Background: an optimization exercise with open tools, aiming at small area. Do not read the settings as production practice.
Function was checked by simulation only, so behaviour that the tests miss may differ from the original.
The clock port is modelled as an ideal driver, which makes a skipped or thinned clock tree look cheaper than it is; a real chip needs a root buffer or a tree.
Power is estimated from default activity; no workload was simulated.

File: design/flow/flow/run.sh
#!/bin/bash
# Own layout flow: the standard layout (standard.sh), with three changes:
#  - Yosys's ABC step maps the combinational logic with an area-oriented script
#    (flow/abc_area_map.script: amap instead of delay-oriented map plus buffering/upsizing),
#  - no full/half-adder cell extraction before ABC (ADDER_MAP_FILE empty),
#  - port buffers are the smallest buffer cell (buf_1).
# Registers, their names and cell types are those of the standard synthesis.
set -euo pipefail
W=$(pwd)
{
  echo "proc abc {args} { set i [lsearch \$args -script]; if {\$i >= 0} { lset args [expr {\$i+1}] $W/flow/abc_area_map.script }; yosys abc {*}\$args }"
  cat synth_recipe.tcl
} > flow_synth.tcl
sed -e "s#SYNTH_SCRIPT=[^ ]*#SYNTH_SCRIPT=$W/flow_synth.tcl ADDER_MAP_FILE=#" standard.sh > flow_standard.sh
grep -q "flow_synth.tcl ADDER_MAP_FILE=" flow_standard.sh
export BUFFER_PORTS_ARGS="-buffer_cell sky130_fd_sc_hd__buf_1"
bash flow_standard.sh > flow_standard.log 2>&1
File: design/flow/design.v
module PRBS #(parameter NB = 9, parameter SEED = 9'h1AA)(
	output o_data,
	input i_reset, i_valid, clock, i_enable);
reg [NB-1:0] shift_reg;
always @(posedge clock) begin
	if (i_reset)
		shift_reg <= SEED;
	else if (i_enable && i_valid)
		shift_reg <= {shift_reg[NB-2:0], shift_reg[4] ^ shift_reg[0]};
end
assign o_data = shift_reg[NB-1];
endmodule
module fir_filter (
	input clk, i_enable, i_valid, i_prbs, i_rst,
	output [12:0] o_data
);
reg [6:0] so;
reg u, v;
reg [2:0] k;
wire [6:0] so_d;
wire u_d, v_d;
wire [2:0] k_d;
wire [9:0] f;
fir_logic u_logic (.so(so), .u(u), .v(v), .k(k), .en(i_enable), .valid(i_valid), .prbs(i_prbs), .rst(i_rst),
	.so_d(so_d), .u_d(u_d), .v_d(v_d), .k_d(k_d), .fo(f));
always @(posedge clk) begin
	so <= so_d;
	u <= u_d;
	v <= v_d;
	k <= k_d;
end
assign o_data = {{3{f[9]}}, f};
endmodule
module fir_logic(input [6:0] so, input u, input v, input [2:0] k, input en, input valid, input prbs, input rst,
  output [6:0] so_d, output u_d, output v_d, output [2:0] k_d, output [9:0] fo);
wire n39, n40, n41, n42, n43, n45, n46, n48, n49, n51;
wire n52, n54, n55, n57, n58, n60, n61, n63, n64, n66;
wire n67, n68, n70, n71, n72, n73, n74, n76, n77, n78;
wire n79, n81, n83, n84, n85, n86, n87, n88, n90, n91;
wire n92, n93, n94, n95, n96, n97, n98, n99, n100, n101;
wire n102, n103, n104, n105, n106, n107, n108, n109, n110, n111;
wire n112, n113, n114, n115, n116, n117, n118, n119, n120, n121;
wire n122, n123, n124, n125, n126, n127, n128, n129, n130, n131;
wire n132, n133, n134, n135, n137, n138, n139, n140, n141, n142;
wire n143, n144, n145, n146, n147, n148, n149, n150, n151, n152;
wire n153, n154, n155, n156, n157, n158, n159, n160, n161, n162;
wire n163, n164, n165, n166, n167, n168, n169, n170, n171, n173;
wire n174, n175, n176, n177, n178, n179, n180, n181, n182, n183;
wire n184, n185, n186, n187, n188, n189, n190, n191, n192, n193;
wire n194, n195, n197, n198, n199, n200, n201, n202, n203, n204;
wire n205, n206, n207, n208, n209, n210, n211, n212, n213, n214;
wire n215, n216, n217, n218, n219, n220, n222, n223, n224, n225;
wire n226, n227, n228, n229, n230, n231, n232, n233, n234, n235;
wire n236, n237, n238, n239, n241, n242, n243, n244, n245, n246;
wire n247, n248, n249, n250, n251, n252, n254, n255, n256, n257;
wire n258, n259, n261, n262, n263, n264, n265, n266, n267, n268;
wire n269, n271;
assign n39 = en & ~rst;
assign n40 = u & n39;
assign n41 = ~rst & ~n40;
assign n42 = so[0] & n41;
assign n43 = v & n40;
assign so_d[0] = n42 | n43;
assign n45 = so[0] & n40;
assign n46 = so[1] & n41;
assign so_d[1] = n45 | n46;
assign n48 = so[1] & n40;
assign n49 = so[2] & n41;
assign so_d[2] = n48 | n49;
assign n51 = so[2] & n40;
assign n52 = so[3] & n41;
assign so_d[3] = n51 | n52;
assign n54 = so[3] & n40;
assign n55 = so[4] & n41;
assign so_d[4] = n54 | n55;
assign n57 = so[4] & n40;
assign n58 = so[5] & n41;
assign so_d[5] = n57 | n58;
assign n60 = so[5] & n40;
assign n61 = so[6] & n41;
assign so_d[6] = n60 | n61;
assign n63 = valid & n39;
assign n64 = u & n41;
assign u_d = n63 | n64;
assign n66 = prbs & n63;
assign n67 = v & ~en;
assign n68 = ~rst & ~n67;
assign v_d = n66 | ~n68;
assign n70 = ~k[1] & ~k[2];
assign n71 = n39 & n70;
assign n72 = ~k[1] & en;
assign n73 = ~rst & ~n72;
assign n74 = k[0] & n73;
assign k_d[0] = n71 | n74;
assign n76 = k[2] & en;
assign n77 = k[1] & ~n76;
assign n78 = k[0] & n72;
assign n79 = ~n77 & ~n78;
assign k_d[1] = ~rst & ~n79;
assign n81 = ~k[2] & ~en;
assign k_d[2] = n73 & ~n81;
assign n83 = k[0] & k[1];
assign n84 = ~k[0] & ~k[1];
assign n85 = ~n83 & ~n84;
assign n86 = k[2] & ~n85;
assign n87 = ~u & v;
assign n88 = ~n70 & ~n87;
assign fo[0] = ~n86 & n88;
assign n90 = ~so[1] & ~so[4];
assign n91 = so[1] & so[4];
assign n92 = ~n90 & ~n91;
assign n93 = k[1] & ~k[2];
assign n94 = ~k[0] & n93;
assign n95 = ~n86 & ~n94;
assign n96 = so[2] & so[3];
assign n97 = ~so[2] & ~so[3];
assign n98 = ~n96 & ~n97;
assign n99 = ~n70 & n98;
assign n100 = ~n94 & ~n99;
assign n101 = ~n95 & ~n100;
assign n102 = n92 & n101;
assign n103 = so[1] & ~n95;
assign n104 = so[4] & k[1];
assign n105 = k[1] & k[2];
assign n106 = k[0] & ~k[2];
assign n107 = so[1] & ~n106;
assign n108 = ~n105 & n107;
assign n109 = ~n104 & ~n108;
assign n110 = n85 & n109;
assign n111 = n92 & ~n110;
assign n112 = ~n103 & ~n111;
assign n113 = k[2] & ~n90;
assign n114 = n112 & n113;
assign n115 = k[2] & ~n92;
assign n116 = ~n114 & n115;
assign n117 = so[2] & ~k[0];
assign n118 = ~k[2] & n117;
assign n119 = ~n110 & ~n118;
assign n120 = ~n116 & n119;
assign n121 = ~n101 & ~n120;
assign n122 = ~n102 & ~n121;
assign n123 = so[6] & ~n106;
assign n124 = ~so[0] & k[0];
assign n125 = ~so[5] & ~k[0];
assign n126 = k[2] & ~n125;
assign n127 = ~n124 & n126;
assign n128 = ~n123 & ~n127;
assign n129 = so[6] & n127;
assign n130 = ~n128 & ~n129;
assign n131 = n122 & n130;
assign n132 = ~n122 & ~n130;
assign n133 = ~so[3] & n106;
assign n134 = ~n87 & ~n133;
assign n135 = ~n132 & n134;
assign fo[1] = ~n131 & n135;
assign n137 = n102 & n128;
assign n138 = ~n102 & ~n128;
assign n139 = ~n137 & ~n138;
assign n140 = ~n131 & ~n139;
assign n141 = n105 & n117;
assign n142 = k[0] & ~k[1];
assign n143 = so[3] & ~n106;
assign n144 = ~n142 & n143;
assign n145 = so[2] & n99;
assign n146 = ~n144 & ~n145;
assign n147 = ~n141 & ~n146;
assign n148 = n100 & ~n147;
assign n149 = ~n95 & n99;
assign n150 = ~n148 & ~n149;
assign n151 = so[1] & ~n70;
assign n152 = so[4] & ~n106;
assign n153 = ~n151 & ~n152;
assign n154 = n151 & n152;
assign n155 = n95 & n154;
assign n156 = ~n153 & ~n155;
assign n157 = so[5] & ~n84;
assign n158 = so[0] & ~n83;
assign n159 = ~n157 & ~n158;
assign n160 = n157 & n158;
assign n161 = k[2] & ~n160;
assign n162 = ~n159 & n161;
assign n163 = n156 & n162;
assign n164 = ~n156 & ~n162;
assign n165 = ~n163 & ~n164;
assign n166 = n150 & ~n165;
assign n167 = ~n150 & n165;
assign n168 = ~n166 & ~n167;
assign n169 = ~n140 & n168;
assign n170 = n140 & ~n168;
assign n171 = ~n87 & ~n170;
assign fo[2] = ~n169 & n171;
assign n173 = ~n137 & ~n169;
assign n174 = k[2] & ~n142;
assign n175 = so[0] & ~n106;
assign n176 = ~n157 & n175;
assign n177 = ~n174 & n176;
assign n178 = k[0] & k[2];
assign n179 = so[5] & k[1];
assign n180 = ~n178 & n179;
assign n181 = ~n158 & n180;
assign n182 = ~n177 & ~n181;
assign n183 = n147 & n182;
assign n184 = ~n147 & ~n182;
assign n185 = ~n183 & ~n184;
assign n186 = n112 & ~n185;
assign n187 = ~n112 & n185;
assign n188 = ~n186 & ~n187;
assign n189 = ~n163 & ~n167;
assign n190 = n188 & ~n189;
assign n191 = ~n188 & n189;
assign n192 = ~n190 & ~n191;
assign n193 = ~n173 & n192;
assign n194 = n173 & ~n192;
assign n195 = ~n87 & ~n194;
assign fo[3] = ~n193 & n195;
assign n197 = so[3] & ~n178;
assign n198 = ~n86 & n197;
assign n199 = ~so[2] & n198;
assign n200 = so[2] & ~n143;
assign n201 = ~n174 & n200;
assign n202 = ~n199 & ~n201;
assign n203 = n159 & ~n202;
assign n204 = ~n159 & n202;
assign n205 = ~n203 & ~n204;
assign n206 = ~n90 & ~n95;
assign n207 = ~n91 & ~n206;
assign n208 = ~n205 & n207;
assign n209 = n205 & ~n207;
assign n210 = ~n208 & ~n209;
assign n211 = ~n184 & ~n187;
assign n212 = n210 & ~n211;
assign n213 = ~k[1] & n106;
assign n214 = ~n210 & ~n213;
assign n215 = n211 & n214;
assign n216 = ~n212 & ~n215;
assign n217 = ~n190 & ~n193;
assign n218 = ~n216 & n217;
assign n219 = n216 & ~n217;
assign n220 = ~n87 & ~n219;
assign fo[4] = ~n218 & n220;
assign n222 = ~n212 & ~n219;
assign n223 = ~n203 & ~n209;
assign n224 = n222 & n223;
assign n225 = ~n109 & ~n116;
assign n226 = ~k[2] & ~n117;
assign n227 = n198 & ~n226;
assign n228 = so[2] & ~n70;
assign n229 = ~n105 & n228;
assign n230 = n178 & n229;
assign n231 = ~n227 & ~n230;
assign n232 = n225 & n231;
assign n233 = ~n225 & ~n231;
assign n234 = ~n232 & ~n233;
assign n235 = ~n224 & n234;
assign n236 = n224 & ~n234;
assign n237 = ~n222 & ~n223;
assign n238 = ~n87 & ~n237;
assign n239 = ~n236 & n238;
assign fo[5] = ~n235 & n239;
assign n241 = n232 & ~n237;
assign n242 = ~n235 & ~n241;
assign n243 = ~n105 & n202;
assign n244 = n143 & ~n243;
assign n245 = ~n229 & ~n244;
assign n246 = ~n114 & ~n154;
assign n247 = n245 & ~n246;
assign n248 = ~n245 & n246;
assign n249 = ~n247 & ~n248;
assign n250 = ~n242 & n249;
assign n251 = n242 & ~n249;
assign n252 = ~n87 & ~n251;
assign fo[6] = ~n250 & n252;
assign n254 = k[2] & n98;
assign n255 = ~n237 & ~n247;
assign n256 = ~n250 & n255;
assign n257 = ~n254 & ~n256;
assign n258 = n254 & n256;
assign n259 = ~n87 & ~n258;
assign fo[7] = ~n257 & n259;
assign n261 = ~so[3] & ~n117;
assign n262 = n93 & fo[7];
assign n263 = so[2] & ~n93;
assign n264 = ~k[0] & ~n263;
assign n265 = ~n262 & n264;
assign n266 = ~n261 & ~n265;
assign n267 = n99 & ~n266;
assign n268 = ~n99 & n256;
assign n269 = ~n87 & ~n268;
assign fo[8] = ~n267 & n269;
assign n271 = ~n96 & ~n266;
assign fo[9] = ~n87 & ~n271;
endmodule
module top_tx #(parameter NB_COUNT = 3)(
			input i_reset,
			input [3:0] i_enable,
			input clock,
			output [3:0] o_leds,
			output [12:0] fir_out
			);
reg [NB_COUNT-1:0] count;
wire valid;
wire data_prbs;
assign o_leds = i_enable;
always @(posedge clock) begin
	if (i_reset)
		count <= {NB_COUNT{1'b0}};
	else if (i_enable[0])
		count <= count + 1'b1;
end
assign valid = &count;
PRBS u_prbs (.o_data(data_prbs), .i_reset(i_reset), .i_valid(valid), .clock(clock), .i_enable(i_enable[1]));
fir_filter u_fir (.clk(clock), .i_rst(i_reset), .i_valid(valid), .i_enable(i_enable[2]), .i_prbs(data_prbs), .o_data(fir_out));
endmodule
File: design/flow/flow/abc_area_map.script
strash
dch
amap
strash
dch
amap
File: design/flow/constraint.sdc
create_clock -name core_clock -period 10.0 [get_ports {clock}]
set_input_delay 2.0000 -clock core_clock [delete_from_list [all_inputs] [get_ports {clock}]]
set_output_delay 2.0000 -clock core_clock [all_outputs]
set_load 0.01 [all_outputs]
File: design/flow/standard.sh
#!/bin/bash
# synth_recipe.tcl (not shown) runs the flow's synth.tcl, then flattens the netlist and writes it again
# the make line also repeats each setting of config.mk as NAME=value (left out here)
make -C /OpenROAD-flow-scripts/flow DESIGN_CONFIG=/design/flow/config.mk WORK_HOME=/design/flow/orfs CLKGATE_MAP_FILE= SYNTH_SCRIPT=/design/flow/synth_recipe.tcl "${@:-finish}"
File: design/flow/config.mk
export PLATFORM = sky130hd
export DESIGN_NAME = top_tx
export DESIGN_NICKNAME = top_tx
export VERILOG_FILES = /design/flow/design.v
export SDC_FILE = /design/flow/constraint.sdc
export NUM_CORES = 4
export LEC_CHECK = 0
export ABC_AREA = 1
export CAP_MARGIN = 20
export CORE_MARGIN = 2
export CORE_UTILIZATION = 40
export SLEW_MARGIN = 20
==> results of run 1 <==
## cells in the mapped netlist (all sizes together), types with 3 or more instances
library cell,n
nor2,46
dfxtp,24
clkinv,22
nor3,17
a21oi,15
o22ai,15
o21ai,14
nand2,13
buf,7
a211oi,5
a21o,4
a221o,3
and2,3
o32ai,3
## layout make-up
class                   count  area (um2)
multi-input cells         161         856
repair buffers             20        75.1
flip-flops and latches     24         480
inverters                  22        82.6
well taps                  48        60.1
fillers                   384        1980
clock buffers               3        41.3
clock inverters             1        30.0
## metrics by stage
stage	util	cells	power, mW	cell area, um2
after CTS	0.451	279	0.217	1630
after floorplan	-	214	0.125	1470
after detailed placement	0.431	275	0.133	1550
final	0.451	279	0.214	1630
after global placement	0.431	275	0.133	1550
after global routing	0.451	279	0.225	1630
## cell families after synthesis
family / share of synthesized area
AO/OA/AOI/OAI: 0.308
AND/OR/NAND/NOR: 0.274
flip-flops: 0.327
buffers and inverters: 0.0918
## layer usage
| layer | vias to the layer above | share of wire | global-route usage |
|---|---|---|---|
| li1 | 810 | - | - |
| met3 | 4 | 0.041 | 0.0365 |
| met4 | 0 | 0.0091 | 0.0585 |
| met5 | - | 0 | 0 |
| met1 | 676 | 0.48 | 0.209 |
| met2 | 32 | 0.47 | 0.298 |
## worst min-delay path by stage
stage	from	endpoint	cells past startpoint
6_report	u_prbs.shift_reg[8]	u_prbs.shift_reg[8]	2
3_5_place_dp	u_prbs.shift_reg[5]	u_prbs.shift_reg[5]	2
2_1_floorplan	u_prbs.shift_reg[7]	u_prbs.shift_reg[8]	2
4_1_cts	u_prbs.shift_reg[5]	u_prbs.shift_reg[5]	2
3_3_place_gp	u_prbs.shift_reg[7]	u_prbs.shift_reg[8]	2
5_1_grt	u_prbs.shift_reg[8]	u_prbs.shift_reg[8]	2
## power by group
part | switching, mW | internal [mW]
clock network | 0.0297 | 0.0535
logic | 0.0207 | 0.00946
registers | 0.00334 | 0.0976
## tightest hold or removal path, delay by kind of cell, from the launching register on
kind | cells | cell delay (ps)
flops | 1 | 310
compound gates | 1 | 70
buf+inv | 1 | 50
==> out/metrics.cfg, run 1 <==
[outcome]
status=timing/DRC/antenna clean

[grt]
antenna_found_initial=0
grtUsageTotal=0.171
grt_pass1_vias=1296
grt_pass1_wl_um=5620
grt-ovfl-total=0
grt_start_max_net_pins=15

[synthesis]
synth-seq-cells=24
ys_warn_count=3
ys_types=31
yosysSeqAreaShare=0.327
synth_area_leaders=dfxtp_1 33%, nor2_1 12%, o22ai_1 6.4%
synthCells=214
ys_async_sr_fraction=0
synth.avg_cell_area_um2=6.88
syn-cell-area_um2=1470
synth_top_area_frac=0.327
yosysTopAreaCell=dfxtp_1
synth_nets=220
ys.flop_type=dfxtp_1
synth_edf_count=0

[setup_path]
reg2reg_depth=3
endpoint=fir_out[8]
required_ps=8000
path_max_fanout=9
cp_num_cells=28
crit_family=simple AND/OR/NAND/NOR gates
crit_type=flip-flop to primary output
r2r_slack_ps=8580
regToRegStartpoint=count[0]
crit_path_start=u_fir.k[1]
crit_path_start_kind=flip-flop
timing.rr.end=u_prbs.shift_reg[7]
critPathArrivalTime_ps=5730
slowest_delay_ps=490
cp_num_buf_inv=4
path_common_cell=nor2_1
end_kind=primary output
critical_path.slowest_cell=dfxtp_1

[clock_tree]
cts_max_path_buffers=2
htreeDepth=1
cts_resized=0
clock_sinks=24
cts_buffers=3
root_buffer=clkbuf_8
clkTransAtPathRegs_ps=80
cts_hold_buffers=0
insertion_delay_ps=260
cts_setup_buffers=0
cts_tree=built

[timing]
rsz0062_at_grt=no
fin_crit_sh=0.773
worst_pin_slew_ps=761
slew_headroom=0.491
fin_ws_ps=2270
setup_violations=0
setup_tns_ps=0
min_period_ps=7730
max_freq_ghz=0.129
slew_viol_final=0
finalHoldViolCount=0
finalClockSkew_ps=1.45
holdWs_ps=474

[cells_and_area]
area_growth_pct=10.5
fin_nets=238
drive_gt1_frac=0.0173
antenna_cells_inserted=0
mostFrequentLayoutCell=nor2_1
largest_reg_flops=9
layout_common_cells=46 x nor2_1, 24 x dfxtp_1, 22 x clkinv_1

[drt]
num_vias=1522
drc=0
drt-total-wl_um=3420
drt_iter0_drc=113
viasPerCell=5.46
ant_nets=0
drt_first_pass_iters=4
routedWlPerCell_um=12.3

[power_and_ir_drop]
ir_worst_vdd_mv=0.114
p_leak_nw=0.551
power_density_nw_per_um2=132

[die]
dieArea_um2=4180
core-area_um2=3610
start_util=0.408
io_pins=23
die_y_um=64.7
num_rows=22
die_w_um=64.7

[place]
hpwl_um=2630
place_ws_ps=2650
io_buffers=20
gp_congestion=0.889

[flow_run]
maxCapViolCount=0

[min_path]
hold_path.class=flip-flop to flip-flop

==> inputs of run 2 (changes only) <==
--- a/design/flow/flow/run.sh
+++ b/design/flow/flow/run.sh
@@ -1,8 +1,10 @@
 #!/bin/bash
-# Own layout flow: the standard layout (standard.sh), with three changes:
+# Own layout flow: the standard layout (standard.sh), with these changes:
 #  - Yosys's ABC step maps the combinational logic with an area-oriented script
 #    (flow/abc_area_map.script: amap instead of delay-oriented map plus buffering/upsizing),
 #  - no full/half-adder cell extraction before ABC (ADDER_MAP_FILE empty),
-#  - port buffers are the smallest buffer cell (buf_1).
+#  - port buffers are the smallest buffer cell (buf_1),
+#  - clock tree: no dummy load cells, and after CTS (flow/post_cts.tcl) one clock buffer
+#    from the clock port drives all registers.
 # Registers, their names and cell types are those of the standard synthesis.
 set -euo pipefail
@@ -15,3 +17,6 @@
 grep -q "flow_synth.tcl ADDER_MAP_FILE=" flow_standard.sh
 export BUFFER_PORTS_ARGS="-buffer_cell sky130_fd_sc_hd__buf_1"
+export CTS_ARGS="$(cat flow/cts_args.txt)"
+export POST_CTS_TCL=$W/flow/post_cts.tcl
+export CLOCK_ROOT_CELL=sky130_fd_sc_hd__clkbuf_16
 bash flow_standard.sh > flow_standard.log 2>&1
==> design/flow/flow/cts_args.txt (new file) <==
-sink_clustering_enable -repair_clock_nets -dont_use_dummy_load
==> design/flow/flow/post_cts.tcl (new file) <==
# After clock tree synthesis: the design is small, so the clock root buffer drives every
# register directly. The tree's other buffers are removed and their loads moved to the
# root buffer's net; the root buffer is the cell named in CLOCK_ROOT_CELL (set in run.sh), placed at the centre of the registers. Clock port -> one buffer -> registers.
set block [ord::get_db_block]
set clk_port_net [$block findNet clock]
set root ""
foreach it [$clk_port_net getITerms] {
  set inst [$it getInst]
  if {[string match "*clkbuf*" [[$inst getMaster] getName]]} { set root $inst }
}
if {$root eq ""} { error "post_cts: no clock root buffer found" }
set rootnet [[$root findITerm X] getNet]
set removed 1
while {$removed} {
  set removed 0
  foreach it [$rootnet getITerms] {
    set inst [$it getInst]
    if {$inst == $root} { continue }
    if {![string match "*clkbuf*" [[$inst getMaster] getName]]} { continue }
    set outnet [[$inst findITerm X] getNet]
    foreach sit [$outnet getITerms] {
      if {[$sit getInst] != $inst} { $sit disconnect; $sit connect $rootnet }
    }
    puts "post_cts: removing [$inst getName]"
    odb::dbInst_destroy $inst
    odb::dbNet_destroy $outnet
    set removed 1
    break
  }
}
replace_cell [$root getName] $::env(CLOCK_ROOT_CELL)
# place the root buffer at the centre of its loads (detailed_placement legalizes it)
set sx 0; set sy 0; set n 0
foreach it [$rootnet getITerms] {
  set inst [$it getInst]
  if {$inst == $root} { continue }
  set loc [$inst getLocation]
  incr sx [lindex $loc 0]; incr sy [lindex $loc 1]; incr n
}
if {$n > 0} {
  $root setPlacementStatus PLACED
  $root setLocation [expr {$sx / $n}] [expr {$sy / $n}]
}
puts "post_cts: root [$root getName] drives [llength [$rootnet getITerms]] pins"
estimate_parasitics -placement
detailed_placement
check_placement -verbose
report_clock_min_period
==> out/metrics.cfg, run 2 <==
[setup_path]
regToRegStartpoint=count[0]
path_max_fanout=9
critical_path.slowest_cell=dfxtp_1
reg2reg_depth=3
crit_family=simple AND/OR/NAND/NOR gates
slowest_delay_ps=500
r2r_slack_ps=8580
timing.rr.end=u_prbs.shift_reg[7]
critPathArrivalTime_ps=5600
crit_path_start_kind=flip-flop
required_ps=8000
cp_num_buf_inv=4
path_common_cell=nor2_1
crit_type=flip-flop to primary output
end_kind=primary output

[die]
start_util=0.408
dieArea_um2=4180
core-area_um2=3610
num_rows=22
die_y_um=64.7
io_pins=23
die_w_um=64.7

[clock_tree]
clkTransAtPathRegs_ps=90
insertion_delay_ps=150
clock_sinks=24

[timing]
finalClockSkew_ps=0.945
min_period_ps=7600
max_freq_ghz=0.132
setup_tns_ps=0
rsz0062_at_grt=no
fin_crit_sh=0.760
worst_pin_slew_ps=767
setup_violations=0
finalHoldViolCount=0
slew_headroom=0.487
slew_viol_final=0

[synthesis]
synth_edf_count=0
ys_warn_count=3
synth.avg_cell_area_um2=6.88
syn-cell-area_um2=1470
ys_types=31
ys_async_sr_fraction=0
synth_area_leaders=dfxtp_1 33%, nor2_1 12%, o22ai_1 6.4%
ys.flop_type=dfxtp_1
synth-seq-cells=24
yosys.cell_count.top_type=nor2_1
synth_nets=220
synth_common_cells=46 x nor2_1, 24 x dfxtp_1, 22 x clkinv_1
yosysSeqAreaShare=0.327
synth_top_area_frac=0.327
yosysTopAreaCell=dfxtp_1
synthCells=214

[grt]
grt-ovfl-total=0
grt_pass1_wl_um=5540
grtUsageTotal=0.181
antenna_found_initial=0
grt_start_max_net_pins=25
grt_pass1_vias=1275

[place]
hpwl_um=2630
io_buffers=20
dpl_cell_area_um2=1550
gp_congestion=0.889

[drt]
num_vias=1530
drt_iter0_drc=149
drc=0
routedWlPerCell_um=12.3
drt_first_pass_iters=6
ant_nets=0
drt-total-wl_um=3390
viasPerCell=5.54

[outcome]
status=timing/DRC/antenna clean

[power_and_ir_drop]
seqPwrFrac=0.589
p_leak_nw=0.528
ir_worst_vdd_mv=0.119
p_int_mw=0.125
power_density_nw_per_um2=109
power_frac_clock=0.236
p_sw_frac=0.269
switchingPower_mw=0.0462
combPwrFrac=0.175

[min_path]
hold_path_end=u_prbs.shift_reg[5]
hold_path.class=flip-flop to flip-flop
hold_depth=2
min_from=u_prbs.shift_reg[5]

[flow_run]
maxCapViolCount=0

[cells_and_area]
area_growth_pct=7.31
largest_reg_flops=9
layout_common_cells=46 x nor2_1, 24 x dfxtp_1, 22 x clkinv_1
antenna_cells_inserted=0
mostFrequentLayoutCell=nor2_1
nFillCells=390
final_area_um2=1580
fin_nets=236
multi_input_area_um2=856
drive_gt1_frac=0.00439
seq_area_um2=480

## run 2: final cells by class
type | instances | area share
Inverter | 22 | 0.0523
Tap cell | 48 | 0.0380
Sequential cell | 24 | 0.304
Clock buffer | 1 | 0.0158
Timing Repair Buffer | 20 | 0.0475
Multi-Input combinational cell | 161 | 0.542
## run 2: per-layer routing
metal | vias up | GRT usage | wire length (um)
met4 | 0 | 0.0426 | 24
met5 | - | 0 | 0
met1 | 675 | 0.236 | 1530
met3 | 2 | 0.0156 | 194
met2 | 49 | 0.323 | 1640
li1 | 804 | - | -
## run 2: through the flow
stage	power [mW]	utilization	worst slack, ps	hold slack, ps	cells
5_1_grt	0.181	0.438	1880	496	276
3_5_place_dp	0.133	0.431	2650	459	275
2_1_floorplan	0.125	-	3210	432	214
6_report	0.172	0.438	2400	481	276
3_3_place_gp	0.133	0.431	2640	453	275
## run 2: cell families (layout without fill, tap and decap cells)
logic type             Yosys count  count (layout)  share of synthesized area
flip-flops                      24              24                      0.327
AO/OA/AOI/OAI                   70              70                      0.308
buffers and inverters           29              43                     0.0918
AND/OR/NAND/NOR                 91              91                      0.274
## run 2: tightest hold or removal path, stage by stage, from the launching register on
cell     delay [ps]
dfxtp_1         330
a21oi_1          60
nand2_1          60
## run 2: how the worst max path moves through the flow
stage / startpoint / endpoint / slack, ps / depth (start not counted)
floorplan: u_fir.k[1] / fir_out[10] / 3210 / 28
global placement: u_fir.k[1] / fir_out[8] / 2640 / 28
detailed placement: u_fir.k[1] / fir_out[8] / 2650 / 28
global route: u_fir.k[1] / fir_out[8] / 1880 / 28
finish: u_fir.k[1] / fir_out[8] / 2400 / 28
## run 2: power by group through the flow
stage                     clock network (mW)  logic, mW  registers, mW
after global placement                     0     0.0300          0.103
after floorplan                            0     0.0223          0.102
final                                 0.0405     0.0301          0.101
after detailed placement                   0     0.0299          0.103
after global routing                  0.0460     0.0337          0.101
==> inputs of run 3 (changes only) <==
--- a/design/flow/flow/run.sh
+++ b/design/flow/flow/run.sh
@@ -19,4 +19,4 @@
 export CTS_ARGS="$(cat flow/cts_args.txt)"
 export POST_CTS_TCL=$W/flow/post_cts.tcl
-export CLOCK_ROOT_CELL=sky130_fd_sc_hd__clkbuf_16
+export CLOCK_ROOT_CELL=sky130_fd_sc_hd__buf_8
 bash flow_standard.sh > flow_standard.log 2>&1
==> out/metrics.cfg, run 3 <==
[power_and_ir_drop]
power_mw=0.165
power_frac_clock=0.206
switchingPower_mw=0.0466
power_density_nw_per_um2=105
seqPwrFrac=0.612
combPwrFrac=0.182
p_sw_frac=0.282
ir_worst_vdd_mv=0.119
p_leak_nw=0.523
p_int_mw=0.119

[synthesis]
ys_async_sr_fraction=0
ys_types=31
yosysSeqAreaShare=0.327
synth_common_cells=46 x nor2_1, 24 x dfxtp_1, 22 x clkinv_1
syn-cell-area_um2=1470
synth_nets=220
synthCells=214
synth_area_leaders=dfxtp_1 33%, nor2_1 12%, o22ai_1 6.4%
synth_top_area_frac=0.327
synth-seq-cells=24
ys_warn_count=3
synth.avg_cell_area_um2=6.88
synth_edf_count=0
yosys.cell_count.top_type=nor2_1
ys.flop_type=dfxtp_1
yosysTopAreaCell=dfxtp_1

[cells_and_area]
largest_reg_flops=9
antenna_cells_inserted=0
fin_nets=236
fin_util=0.435
area_growth_pct=6.63
mostFrequentLayoutCell=nor2_1
drive_gt1_frac=0.00439
layout_common_cells=46 x nor2_1, 24 x dfxtp_1, 22 x clkinv_1

[timing]
finalHoldViolCount=0
slew_viol_final=0
slew_headroom=0.484
setup_violations=0
worst_pin_slew_ps=771
max_freq_ghz=0.132
rsz0062_at_grt=no
fin_crit_sh=0.759
setup_tns_ps=0
fin_ws_ps=2410
min_period_ps=7590
finalClockSkew_ps=0.844

[setup_path]
crit_path_start=u_fir.k[1]
required_ps=8000
path_max_fanout=9
path_common_cell=nor2_1
slowest_delay_ps=510
critical_path.slowest_cell=dfxtp_1
reg2reg_depth=3
crit_type=flip-flop to primary output
critPathArrivalTime_ps=5590
end_kind=primary output
regToRegStartpoint=count[0]
timing.rr.end=u_prbs.shift_reg[7]
endpoint=fir_out[8]
crit_path_start_kind=flip-flop
r2r_slack_ps=8570

[flow_run]
maxCapViolCount=0

[drt]
routedWlPerCell_um=12.2
drt-total-wl_um=3360
num_vias=1524
drt_iter0_drc=146
ant_nets=0
drt_first_pass_iters=8
viasPerCell=5.52
drc=0

[die]
start_util=0.408
num_rows=22
core-area_um2=3610
dieArea_um2=4180
die_y_um=64.7
die_w_um=64.7
io_pins=23

[place]
gp_congestion=0.889
hpwl_um=2630
io_buffers=20
place_ws_ps=2650

[min_path]
hold_path.class=flip-flop to flip-flop
min_from=u_prbs.shift_reg[0]
hold_depth=1

[grt]
grt-ovfl-total=0
grt_pass1_vias=1278
grt_start_max_net_pins=25
grt_pass1_wl_um=5530
grtUsageTotal=0.180
antenna_found_initial=0

[clock_tree]
insertion_delay_ps=140
clock_sinks=24
clkTransAtPathRegs_ps=120

[outcome]
status=timing/DRC/antenna clean

[run 3: layout make-up]
class	count	area (um2)
Sequential cell	24	480
Tap cell	48	60.1
Timing Repair Buffer	20	75.1
Multi-Input combinational cell	161	856
Fill cell	389	2040
Clock buffer	1	15.0
Inverter	22	82.6
[run 3: logic make-up (layout without fill, tap and decap cells)]
family | count (synthesis) | in the layout | synth area share
buf+inv | 29 | 43 | 0.0918
flops | 24 | 24 | 0.327
compound gates | 70 | 70 | 0.308
simple gates | 91 | 91 | 0.274
[run 3: routing by layer]
| layer | share of wire | vias up | GRT usage |
|---|---|---|---|
| li1 | - | 804 | - |
| met1 | 0.47 | 670 | 0.239 |
| met2 | 0.47 | 42 | 0.319 |
| met3 | 0.053 | 8 | 0.0156 |
| met4 | 0.010 | 0 | 0.0346 |
| met5 | 0 | - | 0 |
[run 3: power by group through the flow]
stage               clock network (mW)  logic (mW)  registers [mW]
floorplan                            0      0.0223           0.102
global placement                     0      0.0300           0.103
detailed placement                   0      0.0299           0.103
global route                    0.0392      0.0337           0.102
finish                          0.0340      0.0301           0.101
[run 3: critical path, delay by kind of cell, from the launching register on]
family	cells	cell delay, ps
AO/OA/AOI/OAI	10	2010
AND/OR/NAND/NOR	14	2150
flip-flops	1	510
buffers and inverters	4	780
[run 3: worst min path at each step]
stage	endpoint	slack, ps
after global placement	u_prbs.shift_reg[8]	450
final	u_prbs.shift_reg[0]	490
after floorplan	u_prbs.shift_reg[8]	430
after global routing	u_prbs.shift_reg[8]	500
after detailed placement	u_prbs.shift_reg[5]	460
[run 3: metrics by stage]
step / instance area, um2 / hold slack [ps] / std cells
final: 1570 / 485 / 276
after floorplan: 1470 / 432 / 214
after detailed placement: 1550 / 459 / 275
after global placement: 1550 / 453 / 275
after global routing: 1570 / 501 / 276
==> inputs of run 4 (changes only) <==
==> design/flow/design.v (replaced) <==
module PRBS #(parameter NB = 9, parameter SEED = 9'h1AA)(
	output o_data,
	input i_reset, i_valid, clock, i_enable);
reg [NB-1:0] shift_reg;
always @(posedge clock) begin
	if (i_reset)
		shift_reg <= SEED;
	else if (i_enable && i_valid)
		shift_reg <= {shift_reg[NB-2:0], shift_reg[4] ^ shift_reg[0]};
end
assign o_data = shift_reg[NB-1];
endmodule
module fir_filter (
	input clk, i_enable, i_valid, i_prbs, i_rst,
	output [12:0] o_data
);
reg [6:0] so;
reg u, v;
reg [2:0] k;
wire [6:0] so_d;
wire u_d, v_d;
wire [2:0] k_d;
wire [9:0] f;
fir_logic u_logic (.so(so), .u(u), .v(v), .k(k), .en(i_enable), .valid(i_valid), .prbs(i_prbs), .rst(i_rst),
	.so_d(so_d), .u_d(u_d), .v_d(v_d), .k_d(k_d), .fo(f));
always @(posedge clk) begin
	so <= so_d;
	u <= u_d;
	v <= v_d;
	k <= k_d;
end
assign o_data = {{3{f[9]}}, f};
endmodule
module fir_logic(input [6:0] so, input u, input v, input [2:0] k, input en, input valid, input prbs, input rst,
  output [6:0] so_d, output u_d, output v_d, output [2:0] k_d, output [9:0] fo);
wire n39, n40, n41, n42, n43, n45, n46, n48, n49, n51;
wire n52, n54, n55, n57, n58, n60, n61, n63, n64, n65;
wire n67, n68, n69, n71, n72, n73, n74, n75, n77, n78;
wire n79, n80, n81, n83, n85, n86, n87, n88, n89, n90;
wire n92, n93, n94, n95, n96, n97, n98, n99, n100, n101;
wire n102, n103, n104, n105, n106, n107, n108, n109, n110, n111;
wire n112, n113, n114, n115, n116, n117, n118, n119, n120, n121;
wire n122, n123, n124, n125, n126, n127, n128, n129, n130, n131;
wire n133, n134, n135, n136, n137, n138, n139, n140, n141, n142;
wire n143, n144, n145, n146, n147, n148, n149, n150, n151, n152;
wire n153, n154, n155, n156, n157, n158, n159, n160, n161, n162;
wire n163, n164, n165, n166, n168, n169, n170, n171, n172, n173;
wire n174, n175, n176, n177, n178, n179, n180, n181, n182, n183;
wire n184, n185, n186, n187, n188, n189, n190, n191, n192, n193;
wire n194, n196, n197, n198, n199, n200, n201, n202, n203, n204;
wire n205, n206, n207, n208, n209, n210, n211, n212, n213, n214;
wire n215, n216, n217, n218, n220, n221, n222, n223, n224, n225;
wire n226, n227, n228, n229, n230, n231, n232, n233, n234, n235;
wire n236, n237, n239, n240, n241, n242, n243, n244, n245, n246;
wire n247, n248, n249, n250, n252, n253, n254, n255, n256, n257;
wire n259, n260, n261, n262, n263, n264, n265, n266, n268;
assign n39 = en & ~rst;
assign n40 = u & n39;
assign n41 = ~rst & ~n40;
assign n42 = so[0] & n41;
assign n43 = v & n40;
assign so_d[0] = n42 | n43;
assign n45 = so[1] & n41;
assign n46 = so[0] & n40;
assign so_d[1] = n45 | n46;
assign n48 = so[2] & n41;
assign n49 = so[1] & n40;
assign so_d[2] = n48 | n49;
assign n51 = so[3] & n41;
assign n52 = so[2] & n40;
assign so_d[3] = n51 | n52;
assign n54 = so[4] & n41;
assign n55 = so[3] & n40;
assign so_d[4] = n54 | n55;
assign n57 = so[5] & n41;
assign n58 = so[4] & n40;
assign so_d[5] = n57 | n58;
assign n60 = so[6] & n41;
assign n61 = so[5] & n40;
assign so_d[6] = n60 | n61;
assign n63 = en & valid;
assign n64 = u & ~en;
assign n65 = ~n63 & ~n64;
assign u_d = ~rst & ~n65;
assign n67 = prbs & n63;
assign n68 = v & ~en;
assign n69 = ~rst & ~n68;
assign v_d = n67 | ~n69;
assign n71 = ~k[1] & ~k[2];
assign n72 = n39 & n71;
assign n73 = ~k[1] & en;
assign n74 = ~rst & ~n73;
assign n75 = k[0] & n74;
assign k_d[0] = n72 | n75;
assign n77 = k[2] & en;
assign n78 = k[1] & ~n77;
assign n79 = k[0] & ~k[1];
assign n80 = en & n79;
assign n81 = ~n78 & ~n80;
assign k_d[1] = ~rst & ~n81;
assign n83 = ~k[2] & ~en;
assign k_d[2] = n74 & ~n83;
assign n85 = k[0] & k[1];
assign n86 = ~k[0] & ~k[1];
assign n87 = ~n85 & ~n86;
assign n88 = k[2] & ~n87;
assign n89 = ~u & v;
assign n90 = ~n71 & ~n89;
assign fo[0] = ~n88 & n90;
assign n92 = ~so[1] & ~so[4];
assign n93 = so[1] & so[4];
assign n94 = ~n92 & ~n93;
assign n95 = k[1] & ~k[2];
assign n96 = ~k[0] & n95;
assign n97 = ~n88 & ~n96;
assign n98 = so[2] & so[3];
assign n99 = ~so[2] & ~so[3];
assign n100 = ~n98 & ~n99;
assign n101 = ~n71 & n100;
assign n102 = ~n96 & ~n101;
assign n103 = ~n97 & ~n102;
assign n104 = n94 & n103;
assign n105 = so[4] & k[1];
assign n106 = k[1] & k[2];
assign n107 = k[0] & ~k[2];
assign n108 = so[1] & ~n107;
assign n109 = ~n106 & n108;
assign n110 = ~n105 & ~n109;
assign n111 = n87 & n110;
assign n112 = so[2] & ~k[0];
assign n113 = ~k[2] & n112;
assign n114 = n88 & ~n94;
assign n115 = ~n113 & ~n114;
assign n116 = ~n111 & n115;
assign n117 = ~n103 & ~n116;
assign n118 = ~n104 & ~n117;
assign n119 = so[6] & ~n107;
assign n120 = ~so[0] & k[0];
assign n121 = ~so[5] & ~k[0];
assign n122 = k[2] & ~n121;
assign n123 = ~n120 & n122;
assign n124 = ~n119 & ~n123;
assign n125 = so[6] & n123;
assign n126 = ~n124 & ~n125;
assign n127 = n118 & n126;
assign n128 = ~n118 & ~n126;
assign n129 = ~so[3] & n107;
assign n130 = ~n89 & ~n129;
assign n131 = ~n128 & n130;
assign fo[1] = ~n127 & n131;
assign n133 = n104 & n124;
assign n134 = ~n104 & ~n124;
assign n135 = ~n133 & ~n134;
assign n136 = ~n127 & ~n135;
assign n137 = ~n97 & n101;
assign n138 = n106 & n112;
assign n139 = so[3] & ~n107;
assign n140 = ~n79 & n139;
assign n141 = so[2] & n101;
assign n142 = ~n140 & ~n141;
assign n143 = ~n138 & ~n142;
assign n144 = n102 & ~n143;
assign n145 = ~n137 & ~n144;
assign n146 = so[1] & ~n71;
assign n147 = so[4] & ~n107;
assign n148 = ~n146 & ~n147;
assign n149 = n146 & n147;
assign n150 = n97 & n149;
assign n151 = ~n148 & ~n150;
assign n152 = so[5] & ~n86;
assign n153 = so[0] & ~n85;
assign n154 = ~n152 & ~n153;
assign n155 = n152 & n153;
assign n156 = k[2] & ~n155;
assign n157 = ~n154 & n156;
assign n158 = n151 & n157;
assign n159 = ~n151 & ~n157;
assign n160 = ~n158 & ~n159;
assign n161 = n145 & ~n160;
assign n162 = ~n145 & n160;
assign n163 = ~n161 & ~n162;
assign n164 = ~n136 & n163;
assign n165 = n136 & ~n163;
assign n166 = ~n89 & ~n165;
assign fo[2] = ~n164 & n166;
assign n168 = ~n133 & ~n164;
assign n169 = k[2] & ~n79;
assign n170 = so[0] & ~n107;
assign n171 = ~n152 & n170;
assign n172 = ~n169 & n171;
assign n173 = k[0] & k[2];
assign n174 = so[5] & k[1];
assign n175 = ~n173 & n174;
assign n176 = ~n153 & n175;
assign n177 = ~n172 & ~n176;
assign n178 = n143 & n177;
assign n179 = ~n143 & ~n177;
assign n180 = ~n178 & ~n179;
assign n181 = ~n92 & ~n97;
assign n182 = ~n111 & ~n149;
assign n183 = n94 & n182;
assign n184 = ~n181 & ~n183;
assign n185 = ~n180 & n184;
assign n186 = n180 & ~n184;
assign n187 = ~n185 & ~n186;
assign n188 = ~n158 & ~n162;
assign n189 = n187 & ~n188;
assign n190 = ~n187 & n188;
assign n191 = ~n189 & ~n190;
assign n192 = ~n168 & n191;
assign n193 = n168 & ~n191;
assign n194 = ~n89 & ~n193;
assign fo[3] = ~n192 & n194;
assign n196 = ~n93 & ~n181;
assign n197 = so[3] & ~n173;
assign n198 = ~n88 & n197;
assign n199 = ~so[2] & n198;
assign n200 = so[2] & ~n139;
assign n201 = ~n169 & n200;
assign n202 = ~n199 & ~n201;
assign n203 = n154 & ~n202;
assign n204 = ~n154 & n202;
assign n205 = ~n203 & ~n204;
assign n206 = n196 & ~n205;
assign n207 = ~n196 & n205;
assign n208 = ~n206 & ~n207;
assign n209 = ~n179 & ~n186;
assign n210 = n208 & ~n209;
assign n211 = ~k[1] & n107;
assign n212 = ~n208 & ~n211;
assign n213 = n209 & n212;
assign n214 = ~n210 & ~n213;
assign n215 = ~n189 & ~n192;
assign n216 = n214 & ~n215;
assign n217 = ~n214 & n215;
assign n218 = ~n89 & ~n217;
assign fo[4] = ~n216 & n218;
assign n220 = ~n210 & ~n216;
assign n221 = ~n203 & ~n207;
assign n222 = n220 & n221;
assign n223 = ~n110 & ~n114;
assign n224 = ~k[2] & ~n112;
assign n225 = n198 & ~n224;
assign n226 = so[2] & ~n71;
assign n227 = ~n106 & n226;
assign n228 = n173 & n227;
assign n229 = ~n225 & ~n228;
assign n230 = n223 & n229;
assign n231 = ~n223 & ~n229;
assign n232 = ~n230 & ~n231;
assign n233 = ~n222 & n232;
assign n234 = n222 & ~n232;
assign n235 = ~n220 & ~n221;
assign n236 = ~n89 & ~n235;
assign n237 = ~n234 & n236;
assign fo[5] = ~n233 & n237;
assign n239 = n230 & ~n235;
assign n240 = ~n233 & ~n239;
assign n241 = ~n106 & n202;
assign n242 = n139 & ~n241;
assign n243 = ~n227 & ~n242;
assign n244 = ~n148 & ~n182;
assign n245 = n243 & n244;
assign n246 = ~n243 & ~n244;
assign n247 = ~n245 & ~n246;
assign n248 = ~n240 & n247;
assign n249 = n240 & ~n247;
assign n250 = ~n89 & ~n249;
assign fo[6] = ~n248 & n250;
assign n252 = k[2] & n100;
assign n253 = ~n235 & ~n245;
assign n254 = ~n248 & n253;
assign n255 = ~n252 & ~n254;
assign n256 = n252 & n254;
assign n257 = ~n89 & ~n256;
assign fo[7] = ~n255 & n257;
assign n259 = ~k[0] & ~n95;
assign n260 = so[3] & ~n259;
assign n261 = ~n112 & ~n260;
assign n262 = n96 & ~fo[7];
assign n263 = ~n261 & ~n262;
assign n264 = n101 & ~n263;
assign n265 = ~n101 & n254;
assign n266 = ~n89 & ~n265;
assign fo[8] = ~n264 & n266;
assign n268 = ~n98 & ~n263;
assign fo[9] = ~n89 & ~n268;
endmodule
module top_tx #(parameter NB_COUNT = 3)(
			input i_reset,
			input [3:0] i_enable,
			input clock,
			output [3:0] o_leds,
			output [12:0] fir_out
			);
reg [NB_COUNT-1:0] count;
wire valid;
wire data_prbs;
assign o_leds = i_enable;
always @(posedge clock) begin
	if (i_reset)
		count <= {NB_COUNT{1'b0}};
	else if (i_enable[0])
		count <= count + 1'b1;
end
assign valid = &count;
PRBS u_prbs (.o_data(data_prbs), .i_reset(i_reset), .i_valid(valid), .clock(clock), .i_enable(i_enable[1]));
fir_filter u_fir (.clk(clock), .i_rst(i_reset), .i_valid(valid), .i_enable(i_enable[2]), .i_prbs(data_prbs), .o_data(fir_out));
endmodule
==> out/metrics.cfg, run 4 <==
[setup_path]
critPathArrivalTime_ps=4700
timing.rr.end=u_prbs.shift_reg[8]
crit_path_start_kind=flip-flop
required_ps=8000
crit_type=flip-flop to primary output
regToRegStartpoint=count[0]
path_max_fanout=6
reg2reg_depth=4
end_kind=primary output
crit_path_start=u_fir.so[3]
r2r_slack_ps=8430

[synthesis]
ys_async_sr_fraction=0
ys_warn_count=3
synthAdderAreaFrac=0
synth_edf_count=0
synthCells=207
yosys.cell_count.top_type=nor2_1
synth_compound_area_frac=0.349
ys.flop_type=dfxtp_1
synthSimpleGateAreaFrac=0.228
synth_top_family_by_area=compound AO/OA/AOI/OAI gates
synth_common_cells=42 x nor2_1, 24 x dfxtp_1, 21 x clkinv_1
yosysTopAreaCell=dfxtp_1
synth-seq-cells=24
synth.avg_cell_area_um2=6.99
yosys-mux-area-fraction=0
synth_area_leaders=dfxtp_1 33%, nor2_1 11%, o22ai_1 6.5%
synth_xor_area_frac=0
syn-cell-area_um2=1450
synth_top_area_frac=0.332
ys_types=31
synth_nets=213
yosysSeqAreaShare=0.332

[cells_and_area]
drive_gt1_frac=0.00452
largest_reg_flops=9
nFillCells=389
area_growth_pct=6.57
seq_area_um2=480
fin_nets=229
multi_input_area_um2=836
layout_common_cells=42 x nor2_1, 24 x dfxtp_1, 21 x clkinv_1
layout.cells.non_filler=267
antenna_cells_inserted=0
mostFrequentLayoutCell=nor2_1

[min_path]
hold_depth=2
hold_path.class=flip-flop to flip-flop
hold_path_end=count[1]
min_from=count[1]

[timing]
max_freq_ghz=0.149
fin_crit_sh=0.670
finalHoldViolCount=0
rsz0062_at_grt=no
min_period_ps=6700
slew_headroom=0.463
setup_violations=0
finalClockSkew_ps=2.82
setup_tns_ps=0
worst_pin_slew_ps=803
slew_viol_final=0

[die]
die_w_um=64.2
die_y_um=64.2
start_util=0.424
num_rows=21
io_pins=23
dieArea_um2=4120
core-area_um2=3420

[drt]
drt_first_pass_iters=4
num_vias=1483
drt_iter0_drc=68
drc=0
routedWlPerCell_um=12.8
viasPerCell=5.55
ant_nets=0
drt-total-wl_um=3410

[place]
hpwl_um=2680
io_buffers=20
dpl.cell_count=266
gp_congestion=0.925

[clock_tree]
clock_sinks=24
clkTransAtPathRegs_ps=110
insertion_delay_ps=140

[power_and_ir_drop]
switchingPower_mw=0.0511
p_int_mw=0.122
p_leak_nw=0.510
power_frac_clock=0.191
combPwrFrac=0.224
power_mw=0.173
power_density_nw_per_um2=112
seqPwrFrac=0.585
p_sw_frac=0.296
ir_worst_vdd_mv=0.103

[grt]
grt_pass1_vias=1328
grtUsageTotal=0.187
grt_pass1_wl_um=5800
grt_start_max_net_pins=25
grt-ovfl-total=0
antenna_found_initial=0

[flow_run]
maxCapViolCount=0

[outcome]
status=timing/DRC/antenna clean

==> run 4: cell types whose count changed after synthesis, sizes merged, moves of 2 or more <==
cell / previous run / this run
nor2: 46 / 42
nor3: 17 / 13
o21a: 2 / 4
and2: 3 / 1
==> run 4: kinds of logic after synthesis <==
| group | after synthesis |
|---|---|
| AND/OR/NAND/NOR | 78 |
| AO/OA/AOI/OAI | 77 |
| buffers and inverters | 28 |
| flip-flops | 24 |
==> run 4: layer usage <==
| metal | vias to the layer above | track usage | share of wire |
|---|---|---|---|
| met5 | - | 0 | 0 |
| met4 | 0 | 0.0399 | 0.019 |
| met3 | 9 | 0.0211 | 0.043 |
| met2 | 38 | 0.311 | 0.43 |
| met1 | 653 | 0.260 | 0.51 |
| li1 | 783 | - | - |
==> run 4: how the worst max path moves through the flow <==
| stage | endpoint | slack, ps | depth (start not counted) |
|---|---|---|---|
| final | fir_out[8] | 3300 | 25 |
| after floorplan | fir_out[10] | 3880 | 25 |
| after global placement | fir_out[8] | 3520 | 24 |
| after global routing | fir_out[9] | 2690 | 24 |
| after detailed placement | fir_out[11] | 3520 | 25 |
==> run 4: per-stage QoR <==
stage | instance area, um2 | hold WS, ps | setup WS (ps) | util
floorplan | 1450 | 432 | 3880 | -
detailed placement | 1530 | 459 | 3520 | 0.447
global route | 1540 | 499 | 2690 | 0.452
global placement | 1530 | 455 | 3520 | 0.447
finish | 1540 | 476 | 3300 | 0.452
==> run 4: area by class of cell <==
cell class	count	area share
inverter	21	0.0511
timing repair buffer	20	0.0487
clock buffer	1	0.00973
tap	46	0.0373
sequential	24	0.311
multi-input combinational	155	0.542
==> run 4: power by group through the flow <==
stage | sequential (mW) | clock (mW) | combinational [mW]
2_1_floorplan | 0.102 | 0 | 0.0290
3_3_place_gp | 0.103 | 0 | 0.0388
3_5_place_dp | 0.103 | 0 | 0.0385
5_1_grt | 0.102 | 0.0390 | 0.0439
6_report | 0.101 | 0.0330 | 0.0388
==> run 4: critical path, cell delays in order (launching register included) <==
cell      delay (ps)
dfxtp_1          380
clkinv_1         160
o22ai_1          130
nor2_1           280
clkinv_1         190
o32ai_1          130
a21boi_0         380
nor2_1           120
a21o_1           180
a21o_1           180
nor2_1           170
a21oi_1           80
o21a_1           140
o21a_1           190
nor2_1           120
nand2_1           80
nand3_1          100
o21ai_0          100
and2_0           180
nor3_1           280
nor2_1            70
a211oi_1         300
o32a_1           210
nor2_1            50
a211oi_1         190
buf_1            170

==> re-timing with driven ports <==
In the flow no input, the clock included, has a driving cell. The finished layouts below were timed again as built, in two steps.
Step 1 assumes that a clkbuf_16 drives the clock port and a buf_2 every other input.
Step 2 times the ports against the registers' clock, not the clock port: input delays grow and output delays shrink by t, the midpoint of the rising clock arrivals with the driver on.
Slacks: ideal / step 1 / step 2; pairs: ideal / step 1.
run	t (ns)	setup WS [ns]	worst data-port slew with drivers (ns)
run 1	0.286	2.270 / 2.246 / 2.532	0.06
run 2	0.177	2.401 / 2.372 / 2.550	0.06
run 3	0.167	2.406 / 2.379 / 2.546	0.06
run 4	0.163	3.298 / 3.272 / 3.434	0.06
After both steps every run listed still meets setup and hold.
